Context: an optimization exercise on an open-source flow, tuned for small area. The choices shown serve that exercise and are no tape-out recipe.
The RTL was checked by simulation tests, not by an equivalence proof against the original design.
The clock input has no modelled driver; a real chip could not lean on it and would need a root buffer or a full tree.
Power figures rest on the tool's default switching activity, not on a simulated workload.

==> run C <==
// top_happy_birthday
module top_happy_birthday #(
    parameter integer NumDig = 4
)(
    input  wire                   i_clk,
    input  wire                   i_rst,
    input  wire                   i_tx_ena_n,
    input  wire  [8:0]            i_pattern,
    output wire  [NumDig*7-1 : 0] o_hit_count,
    output wire                   o_hit_count_valid
);
==> module bcd_to_7seg, before the edit <==
module bcd_to_7seg(
    input  [3:0] bcd,
    output [6:0] seg
);
    wire [3:0] d = bcd;
    assign seg[6] = (~d[0] & ~d[2] & d[3]) | (d[1] & ~d[2] & ~d[3]);  
    assign seg[5] = (~d[0] & ~d[1] & d[2]) | (~d[0] & d[1] & ~d[3]);  
    assign seg[4] = (d[0] & ~d[1] & ~d[2]);  
    assign seg[3] = (d[1] & ~d[2]) | (~d[2] & d[3]);  
    assign seg[2] = (~d[0] & ~d[1]) | (d[1] & ~d[2]) | (~d[0] & d[3]);  
    assign seg[1] = (d[0] & ~d[2]) | (~d[1] & ~d[3]);  
    assign seg[0] = (d[0] & d[1]);  
endmodule
==> module transmitter, before the edit <==
module transmitter (
    input  wire i_clk,
    input  wire i_rst,
    input  wire i_tx_ena_n,
    output reg  o_serial
);
    reg [9:0] cnt;
    reg       cy;
    reg       bw;
    reg [3:0] st;
    wire done = (st[0] & st[1] & ~st[3]);
    wire busy = (~st[0]) | (~st[1]);
    wire load = !busy && !i_tx_ena_n;
    wire [3:0] st_next;         
    assign st_next[0] = (~st[2] & ~st[3]);
    assign st_next[1] = (~st[0] & ~st[1]);
    assign st_next[2] = (st[0]) | (~st[1] & ~st[3]);
    assign st_next[3] = (~st[0] & st[2]) | (st[2] & ~st[3]);
    wire sh   = busy & ~i_rst;
    wire hold = ~busy & ~i_rst;
    always @(posedge i_clk)
        cnt <= ({10{sh}} & {cnt[0] ^ cy, cnt[9:1]}) | ({10{hold}} & cnt);
    always @(posedge i_clk) begin
        cy <= ~busy | (cy & cnt[0]);
        bw <= busy ? (bw & ~cnt[0]) : done;
    end
    always @(posedge i_clk) begin
        if (i_rst) begin
            st       <= 4'b1111;
            o_serial <= 1'b0;
        end else if (load) begin
            st <= 4'b1101;
        end else if (busy) begin
            o_serial <= cnt[0] ^ bw;
            st       <= st_next;
        end else begin
            st <= 4'b1111;
        end
    end
endmodule
==> module hit_counter, before the edit <==
module hit_counter(
    input  wire        i_clk,
    input  wire        i_rst,
    input  wire        i_hit,
    input  wire        i_sec_pulse,
    output reg  [15:0] o_hit_count
);
    localparam [3:0] ZERO = 4'b0111;
    function [3:0] next_digit(input [3:0] d);
        next_digit = {(~d[0] & ~d[2]) | (~d[0] & ~d[3]) | (d[0] & d[3]),
                      (d[3]),
                      (d[2]),
                      (d[1])};
    endfunction
    function is_nine(input [3:0] d);
        is_nine = (~d[0] & d[1] & d[3]);
    endfunction
    wire c0 = i_hit;
    wire c1 = c0 & is_nine(o_hit_count[3:0]);
    wire c2 = c1 & is_nine(o_hit_count[7:4]);
    wire c3 = c2 & is_nine(o_hit_count[11:8]);
    always @(posedge i_clk) begin
        if (i_rst || i_sec_pulse) begin
            o_hit_count <= {4{ZERO}};
        end else begin
            if (c0) o_hit_count[3:0]   <= next_digit(o_hit_count[3:0]);
            if (c1) o_hit_count[7:4]   <= next_digit(o_hit_count[7:4]);
            if (c2) o_hit_count[11:8]  <= next_digit(o_hit_count[11:8]);
            if (c3) o_hit_count[15:12] <= next_digit(o_hit_count[15:12]);
        end
    end
endmodule
==> module top_happy_birthday, before the edit <==
module top_happy_birthday #(
    parameter integer NumDig = 4
)(
    input  wire                   i_clk,
    input  wire                   i_rst,
    input  wire                   i_tx_ena_n,
    input  wire  [8:0]            i_pattern,
    output wire  [NumDig*7-1 : 0] o_hit_count,
    output wire                   o_hit_count_valid
);
    wire        serial_wire;
    wire        hit_pulse;
    wire        sec_pulse;
    wire [15:0] hit_count_bcd;
    reg  [15:0] hit_count_latched;
    transmitter hb_tx (
        .i_clk      (i_clk),
        .i_rst      (i_rst),
        .i_tx_ena_n (i_tx_ena_n),
        .o_serial   (serial_wire)
    );
    receiver hb_rx (
        .i_clk    (i_clk),
        .i_rst    (i_rst),
        .i_serial (serial_wire),
        .i_pattern(i_pattern),
        .o_hit    (hit_pulse)
    );
    one_sec_timer hb_timer (
        .i_clk       (i_clk),
        .i_rst       (i_rst),
        .o_sec_pulse (sec_pulse)
    );
    hit_counter hb_hit_counter (
        .i_clk       (i_clk),
        .i_rst       (i_rst),
        .i_hit       (hit_pulse),
        .i_sec_pulse (sec_pulse),
        .o_hit_count (hit_count_bcd)
    );
    localparam [3:0] ZERO = 4'b0111;   
    wire ld_new  = sec_pulse & ~i_rst;
    wire ld_keep = ~sec_pulse & ~i_rst;
    always @(posedge i_clk)
        hit_count_latched <= ({16{ld_new}} & hit_count_bcd) |
                             ({16{ld_keep}} & hit_count_latched) |
                             ({16{i_rst}} & {4{ZERO}});
    wire [6:0] seg0, seg1, seg2, seg3;
    bcd_to_7seg u0 (.bcd(hit_count_latched[3:0]),   .seg(seg0));
    bcd_to_7seg u1 (.bcd(hit_count_latched[7:4]),   .seg(seg1));
    bcd_to_7seg u2 (.bcd(hit_count_latched[11:8]),  .seg(seg2));
    bcd_to_7seg u3 (.bcd(hit_count_latched[15:12]), .seg(seg3));
    assign o_hit_count = {seg3, seg2, seg1, seg0};
    assign o_hit_count_valid = sec_pulse;
endmodule
Settings: LEC_CHECK=0, CAP_MARGIN=20, CORE_MARGIN=2, CORE_UTILIZATION=70, SLEW_MARGIN=20; clock period 13.0 ns.
standard.sh (not shown) runs the stock make flow with config.mk's settings and CLKGATE_MAP_FILE= SYNTH_SCRIPT=/design/flow/synth_recipe.tcl, a recipe that flattens the netlist after the stock synthesis.
==> flow/flow/run.sh <==
#!/bin/bash
# Standard ORFS layout of the standard synthesis, with changes to how the
# layout is made:
#  - after the standard synthesis, reopt.ys.sh re-maps the combinational
#    logic for area with ABC (registers are kept exactly as synthesised);
#    the smallest of several ABC scripts' results is kept;
#  - the port buffers are sky130 buf_1 cells instead of the default choice;
#  - CTS builds its tree without dummy loads; post_cts.tcl then sizes each
#    clock buffer to the smallest that keeps the clock-pin slew limit
#    after merging the leaf buffers in sibling pairs;
#  - post_cts.tcl also downsizes logic gates to drive strength 1 (timing has
#    ample slack).
# Each tool's output goes to a log file here (make_*.log, reopt_yosys.log),
# besides ORFS's own logs under orfs/logs.
set -euo pipefail
here=$(pwd)
export BUFFER_PORTS_ARGS="-inputs -outputs -buffer_cell sky130_fd_sc_hd__buf_1"
export CTS_ARGS="-sink_clustering_enable -repair_clock_nets -dont_use_dummy_load"
export POST_CTS_TCL=$here/flow/post_cts.tcl
export CLK_SLEW_LIMIT_NS=${CLK_SLEW_LIMIT_NS:-0.115}
export CLK_MERGE_PAIRS=${CLK_MERGE_PAIRS:-1}
res=$here/orfs/results/$FLOW_PLATFORM/top_happy_birthday/base

bash standard.sh synth > make_synth.log 2>&1
cp "$res/1_2_yosys.v" "$here/standard_synth.v"
export DONT_USE_LIST="$(grep -o 'sky130_fd_sc_hd__lpflow[a-z0-9_]*\|sky130_fd_sc_hd__probe[a-z0-9_]*' $FLOW_HOME/platforms/sky130hd/config.mk | sort -u | tr '\n' ' ')"
# Several ABC scripts (map*.abc: plain area mapping, and deep AIG synthesis
# with different settings before it) run side by side; the smallest result
# is used.
for s in 0 1 2 3; do
  bash flow/reopt.ys.sh "$here/standard_synth.v" "$here/reopt_$s.v" "$here/reopt_yosys_$s.log" "$here/flow/map$s.abc" "$here/reopt_$s.stat" &
done
wait
best=$(python3 flow/pick.py $here/reopt_[0-3].stat)
echo "using $best" > reopt_choice.log
cp "$here/reopt_$best.v" "$res/1_2_yosys.v"
rm -f "$res/1_synth.odb"
bash standard.sh > make_flow.log 2>&1
==> flow/flow/map0.abc <==
strash
dch -f
map -a
strash
dch -f
map -a
strash
dch -f
map -a
topo
==> flow/flow/map1.abc <==
strash
&get -n
&deepsyn -T 240
&put
strash
dch -f
map -a
strash
dch -f
map -a
strash
dch -f
map -a
topo
==> flow/flow/map2.abc <==
strash
&get -n
&deepsyn -T 240 -o
&put
strash
dch -f
map -a
strash
dch -f
map -a
strash
dch -f
map -a
topo
==> flow/flow/map3.abc <==
strash
&get -n
&deepsyn -T 240 -S 3
&put
strash
dch -f
map -a
strash
dch -f
map -a
strash
dch -f
map -a
topo
==> flow/flow/pick.py <==
# Print the index of the smallest total cell area among reopt_<i>.stat files.
import re, sys
best = None
for f in sys.argv[1:]:
    try:
        a = float(re.search(r'Chip area for module .*?: ([\d.]+)', open(f).read()).group(1))
    except Exception:
        continue
    i = re.search(r'reopt_(\d+)\.stat$', f).group(1)
    if best is None or a < best[0]:
        best = (a, i)
print(best[1])
==> flow/flow/post_cts.tcl <==
set limit $::env(CLK_SLEW_LIMIT_NS)
set sizes {sky130_fd_sc_hd__clkbuf_1 sky130_fd_sc_hd__clkbuf_2 sky130_fd_sc_hd__clkbuf_4 sky130_fd_sc_hd__clkbuf_8 sky130_fd_sc_hd__clkbuf_16}
proc worst_clk_slew {} {
  estimate_parasitics -placement
  set w 0.0
  foreach p [get_pins -of_objects [all_registers] -filter "name==CLK"] {
    set s [get_property $p slew_max]
    if {$s > $w} { set w $s }
  }
  return $w
}
# Merge the CTS leaf buffers in sibling pairs (clkbuf_<l>_<2k> and
# clkbuf_<l>_<2k+1>, which the H-tree placed side by side): the sinks of the
# second move onto the first, and the second is removed. The sizing below
# then picks each remaining buffer's size.
proc merge_leaf_pairs {} {
  set block [ord::get_db_block]
  set leaves {}
  foreach inst [$block getInsts] {
    if {[regexp {^clkbuf_(\d+)_(\d+)__f_i_clk$} [$inst getName] -> lvl idx]} { dict set leaves $idx $inst }
  }
  foreach idx [lsort -integer [dict keys $leaves]] {
    if {$idx % 2 == 1 || ![dict exists $leaves [expr {$idx + 1}]]} { continue }
    set keep [dict get $leaves $idx]
    set gone [dict get $leaves [expr {$idx + 1}]]
    set knet [[$keep findITerm X] getNet]
    set gnet [[$gone findITerm X] getNet]
    set gin  [[$gone findITerm A] getNet]
    set pins {}
    foreach it [$gnet getITerms] {
      if {[$it getInst] ne $gone} { lappend pins "[[$it getInst] getName]/[[$it getMTerm] getName]" }
    }
    foreach p $pins {
      disconnect_pin [$gnet getName] $p
      connect_pin [$knet getName] $p
    }
    set gname [$gone getName]
    set gnet_name [$gnet getName]
    disconnect_pin [$gin getName] $gname/A
    delete_instance $gname
    delete_net $gnet_name
    puts "merged $gname into [$keep getName] ([llength $pins] sinks moved)"
  }
}
if {[info exists ::env(CLK_MERGE_PAIRS)] && $::env(CLK_MERGE_PAIRS)} { merge_leaf_pairs }

set bufs {}
foreach inst [[ord::get_db_block] getInsts] {
  if {[string match "clkbuf_*_i_clk" [$inst getName]]} { lappend bufs [$inst getName] }
}
# leaves (level > 0) first, then the root
set bufs [lsort -decreasing $bufs]
puts "clock buffers: $bufs; worst clock slew [worst_clk_slew]"
# Start every clock buffer at the largest size, then take each (leaves first,
# then the root) down to the smallest size that keeps the limit.
foreach b $bufs { replace_cell $b [lindex $sizes end] }
foreach b $bufs {
  foreach s $sizes {
    replace_cell $b $s
    set w [worst_clk_slew]
    if {$w <= $limit} { puts "$b: -> $s (worst clock slew $w)"; break }
  }
}
puts "worst clock slew after sizing [worst_clk_slew]"
detailed_placement
check_placement -verbose
estimate_parasitics -placement

# Downsize logic gates to drive strength 1 (or 0 where that is the smallest):
# synthesis maps some gates at higher drive strengths than this design's
# slack needs. Registers, clock buffers and plain buffers are left alone; the
# repair_design run after global routing fixes any slew or load this causes.
set lib_cells {}
foreach c [get_lib_cells sky130_fd_sc_hd__*] { dict set lib_cells [get_name $c] 1 }
set downsized 0
foreach inst [[ord::get_db_block] getInsts] {
  set m [[$inst getMaster] getName]
  if {![regexp {^sky130_fd_sc_hd__([a-z0-9]+)_([0-9]+)$} $m -> base size]} { continue }
  if {[regexp {^(df|sdf|edf|clk|buf|dly|tap|fill|decap|conb|diode)} $base]} { continue }
  foreach s {0 1} {
    set cand sky130_fd_sc_hd__${base}_$s
    if {$s < $size && [dict exists $lib_cells $cand]} {
      replace_cell [$inst getName] $cand
      incr downsized
      break
    }
  }
}
puts "downsized $downsized gates"
detailed_placement
check_placement -verbose
estimate_parasitics -placement
report_worst_slack -max
report_check_types -max_slew -max_capacitance
==> flow/flow/reopt.ys.sh <==
#!/bin/bash
# Re-map the combinational logic of the standard synthesis netlist for area.
# Every register instance is kept as it is (name, cell type and connections):
# the library's sequential cells are read as blackboxes, the combinational
# cells as their logic functions, and ABC re-maps only the logic between them.
# usage: reopt.ys.sh IN.v OUT.v LOG ABC_SCRIPT STAT
set -euo pipefail
here=$(cd "$(dirname "$0")"; pwd)
IN=$1; OUT=$2; LOG=$3; SCRIPT=$4; STAT=$5
LIB=$FLOW_HOME/platforms/sky130hd/lib/sky130_fd_sc_hd__tt_025C_1v80.lib
YOSYS=$FLOW_HOME/../tools/install/yosys/bin/yosys
[[ -x $YOSYS ]] || YOSYS=yosys
tmp=$(mktemp -d "$PWD/reopt.XXXXXX")
python3 "$here/mkcells.py" "$LIB" "$tmp/cells.v"
DU=""
for c in $DONT_USE_LIST; do DU="$DU -dont_use $c"; done
printf 'set_driving_cell sky130_fd_sc_hd__buf_1\nset_load 5\n' > "$tmp/abc.constr"
"$YOSYS" -l "$LOG" -p "
read_verilog $tmp/cells.v
read_verilog $IN
hierarchy -top $FLOW_TOP
flatten
techmap
opt -purge
abc -liberty $LIB $DU -script $SCRIPT -constr $tmp/abc.constr -D 13000
read_liberty -lib $LIB
opt_clean -purge
hilomap -singleton -hicell sky130_fd_sc_hd__conb_1 HI -locell sky130_fd_sc_hd__conb_1 LO
check -assert
tee -q -o $STAT stat -liberty $LIB
write_verilog -noattr -nohex -nodec $OUT
" > /dev/null
rm -rf "$tmp"
Other scripts of this flow, unchanged in this note and not shown: flow/flow/mkcells.py
==> inputs of run B, as changes to run C <==
--- a/flow/design.v
+++ b/flow/design.v
@@ -3,13 +3,13 @@
     output [6:0] seg
 );
     wire [3:0] d = bcd;
-    assign seg[6] = (~d[0] & ~d[2] & d[3]) | (d[1] & ~d[2] & ~d[3]);  
-    assign seg[5] = (~d[0] & ~d[1] & d[2]) | (~d[0] & d[1] & ~d[3]);  
-    assign seg[4] = (d[0] & ~d[1] & ~d[2]);  
-    assign seg[3] = (d[1] & ~d[2]) | (~d[2] & d[3]);  
-    assign seg[2] = (~d[0] & ~d[1]) | (d[1] & ~d[2]) | (~d[0] & d[3]);  
-    assign seg[1] = (d[0] & ~d[2]) | (~d[1] & ~d[3]);  
-    assign seg[0] = (d[0] & d[1]);  
+    assign seg[6] = (~d[0] & d[1] & ~d[3]) | (d[2] & ~d[3]);  
+    assign seg[5] = (d[0] & d[1] & d[3]);  
+    assign seg[4] = (~d[0] & ~d[2] & d[3]);  
+    assign seg[3] = (~d[0] & ~d[3]);  
+    assign seg[2] = (d[1] & d[2]) | (~d[3]);  
+    assign seg[1] = (~d[0] & ~d[1]) | (~d[0] & d[3]);  
+    assign seg[0] = (~d[0] & ~d[1]) | (~d[1] & ~d[2]);  
 endmodule
 module transmitter (
     input  wire i_clk,
@@ -34,17 +34,17 @@
     always @(posedge i_clk)
         cnt <= ({10{sh}} & {cnt[0] ^ cy, cnt[9:1]}) | ({10{hold}} & cnt);
     always @(posedge i_clk) begin
-        cy <= ~busy | (cy & cnt[0]);
-        bw <= busy ? (bw & ~cnt[0]) : done;
-    end
-    always @(posedge i_clk) begin
         if (i_rst) begin
             st       <= 4'b1111;
             o_serial <= 1'b0;
         end else if (load) begin
+            cy <= 1'b1;
+            bw <= done;
             st <= 4'b1101;
         end else if (busy) begin
             o_serial <= cnt[0] ^ bw;
+            bw       <= bw & ~cnt[0];
+            cy       <= cy & cnt[0];
             st       <= st_next;
         end else begin
             st <= 4'b1111;
@@ -98,15 +98,15 @@
     input  wire        i_sec_pulse,
     output reg  [15:0] o_hit_count
 );
-    localparam [3:0] ZERO = 4'b0111;
+    localparam [3:0] ZERO = 4'b1001;
     function [3:0] next_digit(input [3:0] d);
-        next_digit = {(~d[0] & ~d[2]) | (~d[0] & ~d[3]) | (d[0] & d[3]),
-                      (d[3]),
-                      (d[2]),
-                      (d[1])};
+        next_digit = {(~d[0] & ~d[2]) | (d[0] & d[1] & d[2]) | (~d[3]),
+                      (~d[0] & ~d[2]) | (~d[1] & ~d[2]),
+                      (~d[0] & d[1]) | (d[2]),
+                      (d[0] & d[2]) | (~d[2] & ~d[3])};
     endfunction
     function is_nine(input [3:0] d);
-        is_nine = (~d[0] & d[1] & d[3]);
+        is_nine = (d[0] & ~d[3]);
     endfunction
     wire c0 = i_hit;
     wire c1 = c0 & is_nine(o_hit_count[3:0]);
@@ -163,7 +163,7 @@
         .i_sec_pulse (sec_pulse),
         .o_hit_count (hit_count_bcd)
     );
-    localparam [3:0] ZERO = 4'b0111;   
+    localparam [3:0] ZERO = 4'b1001;   
     wire ld_new  = sec_pulse & ~i_rst;
     wire ld_keep = ~sec_pulse & ~i_rst;
     always @(posedge i_clk)
==> flow/flow/run.sh (replaced) <==
#!/bin/bash
# Standard ORFS layout of the standard synthesis, with changes to how the
# layout is made:
#  - after the standard synthesis, reopt.ys.sh re-maps the combinational
#    logic for area with ABC (registers are kept exactly as synthesised);
#  - the port buffers are sky130 buf_1 cells instead of the default choice;
#  - CTS builds its tree without dummy loads, and post_cts.tcl then downsizes
#    each clock buffer as far as the clock-pin slew allows;
#  - post_cts.tcl also downsizes logic gates to drive strength 1 (timing has
#    ample slack).
# Each tool's output goes to a log file here (make_*.log, reopt_yosys.log),
# besides ORFS's own logs under orfs/logs.
set -euo pipefail
here=$(pwd)
export BUFFER_PORTS_ARGS="-inputs -outputs -buffer_cell sky130_fd_sc_hd__buf_1"
export CTS_ARGS="-sink_clustering_enable -repair_clock_nets -dont_use_dummy_load"
export POST_CTS_TCL=$here/flow/post_cts.tcl
export CLK_SLEW_LIMIT_NS=${CLK_SLEW_LIMIT_NS:-0.115}
res=$here/orfs/results/$FLOW_PLATFORM/top_happy_birthday/base

bash standard.sh synth > make_synth.log 2>&1
cp "$res/1_2_yosys.v" "$here/standard_synth.v"
export DONT_USE_LIST="$(grep -o 'sky130_fd_sc_hd__lpflow[a-z0-9_]*\|sky130_fd_sc_hd__probe[a-z0-9_]*' $FLOW_HOME/platforms/sky130hd/config.mk | sort -u | tr '\n' ' ')"
bash flow/reopt.ys.sh "$here/standard_synth.v" "$res/1_2_yosys.v" "$here/reopt_yosys.log"
rm -f "$res/1_synth.odb"
bash standard.sh > make_flow.log 2>&1
==> flow/flow/area.abc (new file) <==
strash
dch -f
map -a
strash
dch -f
map -a
strash
dch -f
map -a
topo
==> flow/flow/post_cts.tcl (replaced) <==
set limit $::env(CLK_SLEW_LIMIT_NS)
set sizes {sky130_fd_sc_hd__clkbuf_1 sky130_fd_sc_hd__clkbuf_2 sky130_fd_sc_hd__clkbuf_4 sky130_fd_sc_hd__clkbuf_8 sky130_fd_sc_hd__clkbuf_16}
proc worst_clk_slew {} {
  estimate_parasitics -placement
  set w 0.0
  foreach p [get_pins -of_objects [all_registers] -filter "name==CLK"] {
    set s [get_property $p slew_max]
    if {$s > $w} { set w $s }
  }
  return $w
}
set bufs {}
foreach inst [[ord::get_db_block] getInsts] {
  if {[string match "clkbuf_*_i_clk" [$inst getName]]} { lappend bufs [$inst getName] }
}
# leaves (level > 0) first, then the root
set bufs [lsort -decreasing $bufs]
puts "clock buffers: $bufs; worst clock slew [worst_clk_slew]"
foreach b $bufs {
  set orig [[[ord::get_db_block] findInst $b] getMaster]
  set orig [$orig getName]
  foreach s $sizes {
    if {$s eq $orig} { break }
    replace_cell $b $s
    set w [worst_clk_slew]
    if {$w <= $limit} { puts "$b: $orig -> $s (worst clock slew $w)"; break }
    replace_cell $b $orig
  }
}
puts "worst clock slew after sizing [worst_clk_slew]"
detailed_placement
check_placement -verbose
estimate_parasitics -placement

# Downsize logic gates to drive strength 1 (or 0 where that is the smallest):
# synthesis maps some gates at higher drive strengths than this design's
# slack needs. Registers, clock buffers and plain buffers are left alone; the
# repair_design run after global routing fixes any slew or load this causes.
set lib_cells {}
foreach c [get_lib_cells sky130_fd_sc_hd__*] { dict set lib_cells [get_name $c] 1 }
set downsized 0
foreach inst [[ord::get_db_block] getInsts] {
  set m [[$inst getMaster] getName]
  if {![regexp {^sky130_fd_sc_hd__([a-z0-9]+)_([0-9]+)$} $m -> base size]} { continue }
  if {[regexp {^(df|sdf|edf|clk|buf|dly|tap|fill|decap|conb|diode)} $base]} { continue }
  foreach s {0 1} {
    set cand sky130_fd_sc_hd__${base}_$s
    if {$s < $size && [dict exists $lib_cells $cand]} {
      replace_cell [$inst getName] $cand
      incr downsized
      break
    }
  }
}
puts "downsized $downsized gates"
detailed_placement
check_placement -verbose
estimate_parasitics -placement
report_worst_slack -max
report_check_types -max_slew -max_capacitance
--- a/flow/flow/reopt.ys.sh
+++ b/flow/flow/reopt.ys.sh
@@ -3,10 +3,10 @@
 # Every register instance is kept as it is (name, cell type and connections):
 # the library's sequential cells are read as blackboxes, the combinational
 # cells as their logic functions, and ABC re-maps only the logic between them.
-# usage: reopt.ys.sh IN.v OUT.v LOG ABC_SCRIPT STAT
+# usage: reopt.ys.sh IN.v OUT.v LOG
 set -euo pipefail
 here=$(cd "$(dirname "$0")"; pwd)
-IN=$1; OUT=$2; LOG=$3; SCRIPT=$4; STAT=$5
+IN=$1; OUT=$2; LOG=$3
 LIB=$FLOW_HOME/platforms/sky130hd/lib/sky130_fd_sc_hd__tt_025C_1v80.lib
 YOSYS=$FLOW_HOME/../tools/install/yosys/bin/yosys
 [[ -x $YOSYS ]] || YOSYS=yosys
@@ -22,12 +22,12 @@
 flatten
 techmap
 opt -purge
-abc -liberty $LIB $DU -script $SCRIPT -constr $tmp/abc.constr -D 13000
+abc -liberty $LIB $DU -script $here/area.abc -constr $tmp/abc.constr -D 13000
 read_liberty -lib $LIB
 opt_clean -purge
 hilomap -singleton -hicell sky130_fd_sc_hd__conb_1 HI -locell sky130_fd_sc_hd__conb_1 LO
 check -assert
-tee -q -o $STAT stat -liberty $LIB
+stat -liberty $LIB
 write_verilog -noattr -nohex -nodec $OUT
 " > /dev/null
 rm -rf "$tmp"
removed: flow/flow/map0.abc
removed: flow/flow/map1.abc
removed: flow/flow/map2.abc
removed: flow/flow/map3.abc
removed: flow/flow/pick.py
==> inputs of run M, as changes to run C <==
--- a/flow/flow/run.sh
+++ b/flow/flow/run.sh
@@ -7,7 +7,7 @@
 #  - the port buffers are sky130 buf_1 cells instead of the default choice;
 #  - CTS builds its tree without dummy loads; post_cts.tcl then sizes each
 #    clock buffer to the smallest that keeps the clock-pin slew limit
-#    after merging the leaf buffers in sibling pairs;
+#    (CLK_MERGE_PAIRS=1 would also merge the leaf buffers in pairs; off);
 #  - post_cts.tcl also downsizes logic gates to drive strength 1 (timing has
 #    ample slack).
 # Each tool's output goes to a log file here (make_*.log, reopt_yosys.log),
@@ -18,7 +18,7 @@
 export CTS_ARGS="-sink_clustering_enable -repair_clock_nets -dont_use_dummy_load"
 export POST_CTS_TCL=$here/flow/post_cts.tcl
 export CLK_SLEW_LIMIT_NS=${CLK_SLEW_LIMIT_NS:-0.115}
-export CLK_MERGE_PAIRS=${CLK_MERGE_PAIRS:-1}
+export CLK_MERGE_PAIRS=${CLK_MERGE_PAIRS:-0}
 res=$here/orfs/results/$FLOW_PLATFORM/top_happy_birthday/base
 
 bash standard.sh synth > make_synth.log 2>&1
@@ -27,11 +27,11 @@
 # Several ABC scripts (map*.abc: plain area mapping, and deep AIG synthesis
 # with different settings before it) run side by side; the smallest result
 # is used.
-for s in 0 1 2 3; do
+for s in 0 1 2 3 4 5; do
   bash flow/reopt.ys.sh "$here/standard_synth.v" "$here/reopt_$s.v" "$here/reopt_yosys_$s.log" "$here/flow/map$s.abc" "$here/reopt_$s.stat" &
 done
 wait
-best=$(python3 flow/pick.py $here/reopt_[0-3].stat)
+best=$(python3 flow/pick.py $here/reopt_[0-5].stat)
 echo "using $best" > reopt_choice.log
 cp "$here/reopt_$best.v" "$res/1_2_yosys.v"
 rm -f "$res/1_synth.odb"
==> flow/flow/map3.abc (replaced) <==
strash
&get -n
&deepsyn -T 240 -S 3
&put
strash
dch -f
amap
strash
dch -f
amap
strash
dch -f
amap
topo
==> flow/flow/map4.abc (new file) <==
strash
&get -n
&deepsyn -T 240 -o
&put
strash
dch -f
amap
strash
dch -f
amap
strash
dch -f
amap
topo
==> flow/flow/map5.abc (new file) <==
strash
&get -n
&deepsyn -T 240 -o
&put
strash
dch -f
map -a
strash
dch -f
map -a
strash
dch -f
map -a
strash
dch -f
map -a
strash
dch -f
map -a
strash
dch -f
amap
topo
==> results.py <==
metrics = {
    "global_route": {
        "wire_length_of_the_first_global_routing_pass_um": 8050,
        "pin_count_of_the_biggest_net_entering_global_routing": 20,
    },
    "floorplan": {
        "initial_core_util": 0.741,
        "tap-cell-count": 46,
    },
    "worst_setup_path": {
        "critical_path_origin": "hb_timer.q[5]",
        "timing.critical_path.cells": "clkinv_1 -> or4_1 -> nor3_1 -> buf_1",
    },
    "sta": {
        "fin_crit_sh": 0.331,
        "postLayoutSetupSlackWorst_ns": 8.70,
    },
    "run_status": {
        "status": "no timing/DRC/antenna violations",
    },
    "power": {
        "ir_worst_vdd_v": 0.000107,
        "power.net_switching_w": 0.0000756,
    },
    "layout": {
        "clockNetworkAreaShare": 0.0231,
    },
    "yosys": {
        "syn_area_mm2": 0.00253,
    },
    "drt": {
        "wl_per_cell_um": 12.3,
        "1st_iter_drt_viols": 109,
    },
}
Source of the figures above: run M

==> results.py <==
metrics = {
    "run_status": {
        "status": "no timing/DRC/antenna violations",
    },
    "power": {
        "ir_worst_vdd_v": 0.0000916,
        "power.net_switching_w": 0.0000758,
    },
    "drt": {
        "wl_per_cell_um": 12.1,
    },
    "yosys": {
        "syn_area_mm2": 0.00263,
    },
    "global_route": {
        "wire_length_of_the_first_global_routing_pass_um": 8510,
    },
    "worst_setup_path": {
        "critical_path_origin": "hb_timer.q[1]",
    },
    "floorplan": {
        "tap-cell-count": 48,
    },
    "sta": {
        "fin_crit_sh": 0.342,
    },
}
Source of the figures above: run B

==> results.py <==
metrics = {
    "floorplan": {
        "tap-cell-count": 46,
        "initial_core_util": 0.749,
    },
    "global_route": {
        "pin_count_of_the_biggest_net_entering_global_routing": 23,
    },
    "drt": {
        "wl_per_cell_um": 12.3,
        "1st_iter_drt_viols": 97,
    },
    "worst_setup_path": {
        "critical_path_origin": "hb_timer.q[10]",
        "timing.critical_path.cells": "nor3_1 -> clkinv_1 -> nor4_1 -> buf_1",
    },
    "run_status": {
        "status": "no timing/DRC/antenna violations",
    },
    "layout": {
        "clockNetworkAreaShare": 0.0246,
    },
    "power": {
        "power.net_switching_w": 0.0000748,
    },
    "sta": {
        "fin_crit_sh": 0.342,
    },
}
Source of the figures above: run C

-- static timing again, ports no longer ideal --
No port has a modelled driver above. Below, the same layouts with a new extraction and two added sets of constraints.
Step 1 (the two cells are an assumption about what drives the block):
set clk [get_ports {i_clk}]
set_driving_cell -lib_cell sky130_fd_sc_hd__clkbuf_16 $clk
set_driving_cell -lib_cell sky130_fd_sc_hd__buf_2 [delete_from_list [all_inputs] $clk]
Step 2 adds t to the input delays and takes it off the output delays; t is the mean of the earliest and latest rising clock arrival at the registers after step 1. Input paths then give back, and output paths get back, about the clock's delay inside the block.
a / b / c = ideal / step 1 / step 2; a / b = the first two.
| run | shift t [ns] | slack for setup (ns) | hold WS [ns] | latest minus earliest clock arrival (ns) |
|---|---|---|---|---|
| run C | 0.625 | 8.550 / 8.525 / 8.580 | 0.392 / 0.392 / 0.392 | 0.019 / 0.019 |
| run B | 0.707 | 8.559 / 8.535 / 8.538 | 0.388 / 0.388 / 0.388 | 0.018 / 0.018 |
| run M | 0.409 | 8.699 / 8.674 / 8.494 | 0.389 / 0.389 / 0.389 | 0.020 / 0.020 |
After both steps every run listed still meets setup and hold. For run M, which loses most, drivers alone change the setup slack by -0.025 ns; drivers and shift together by -0.205 ns.
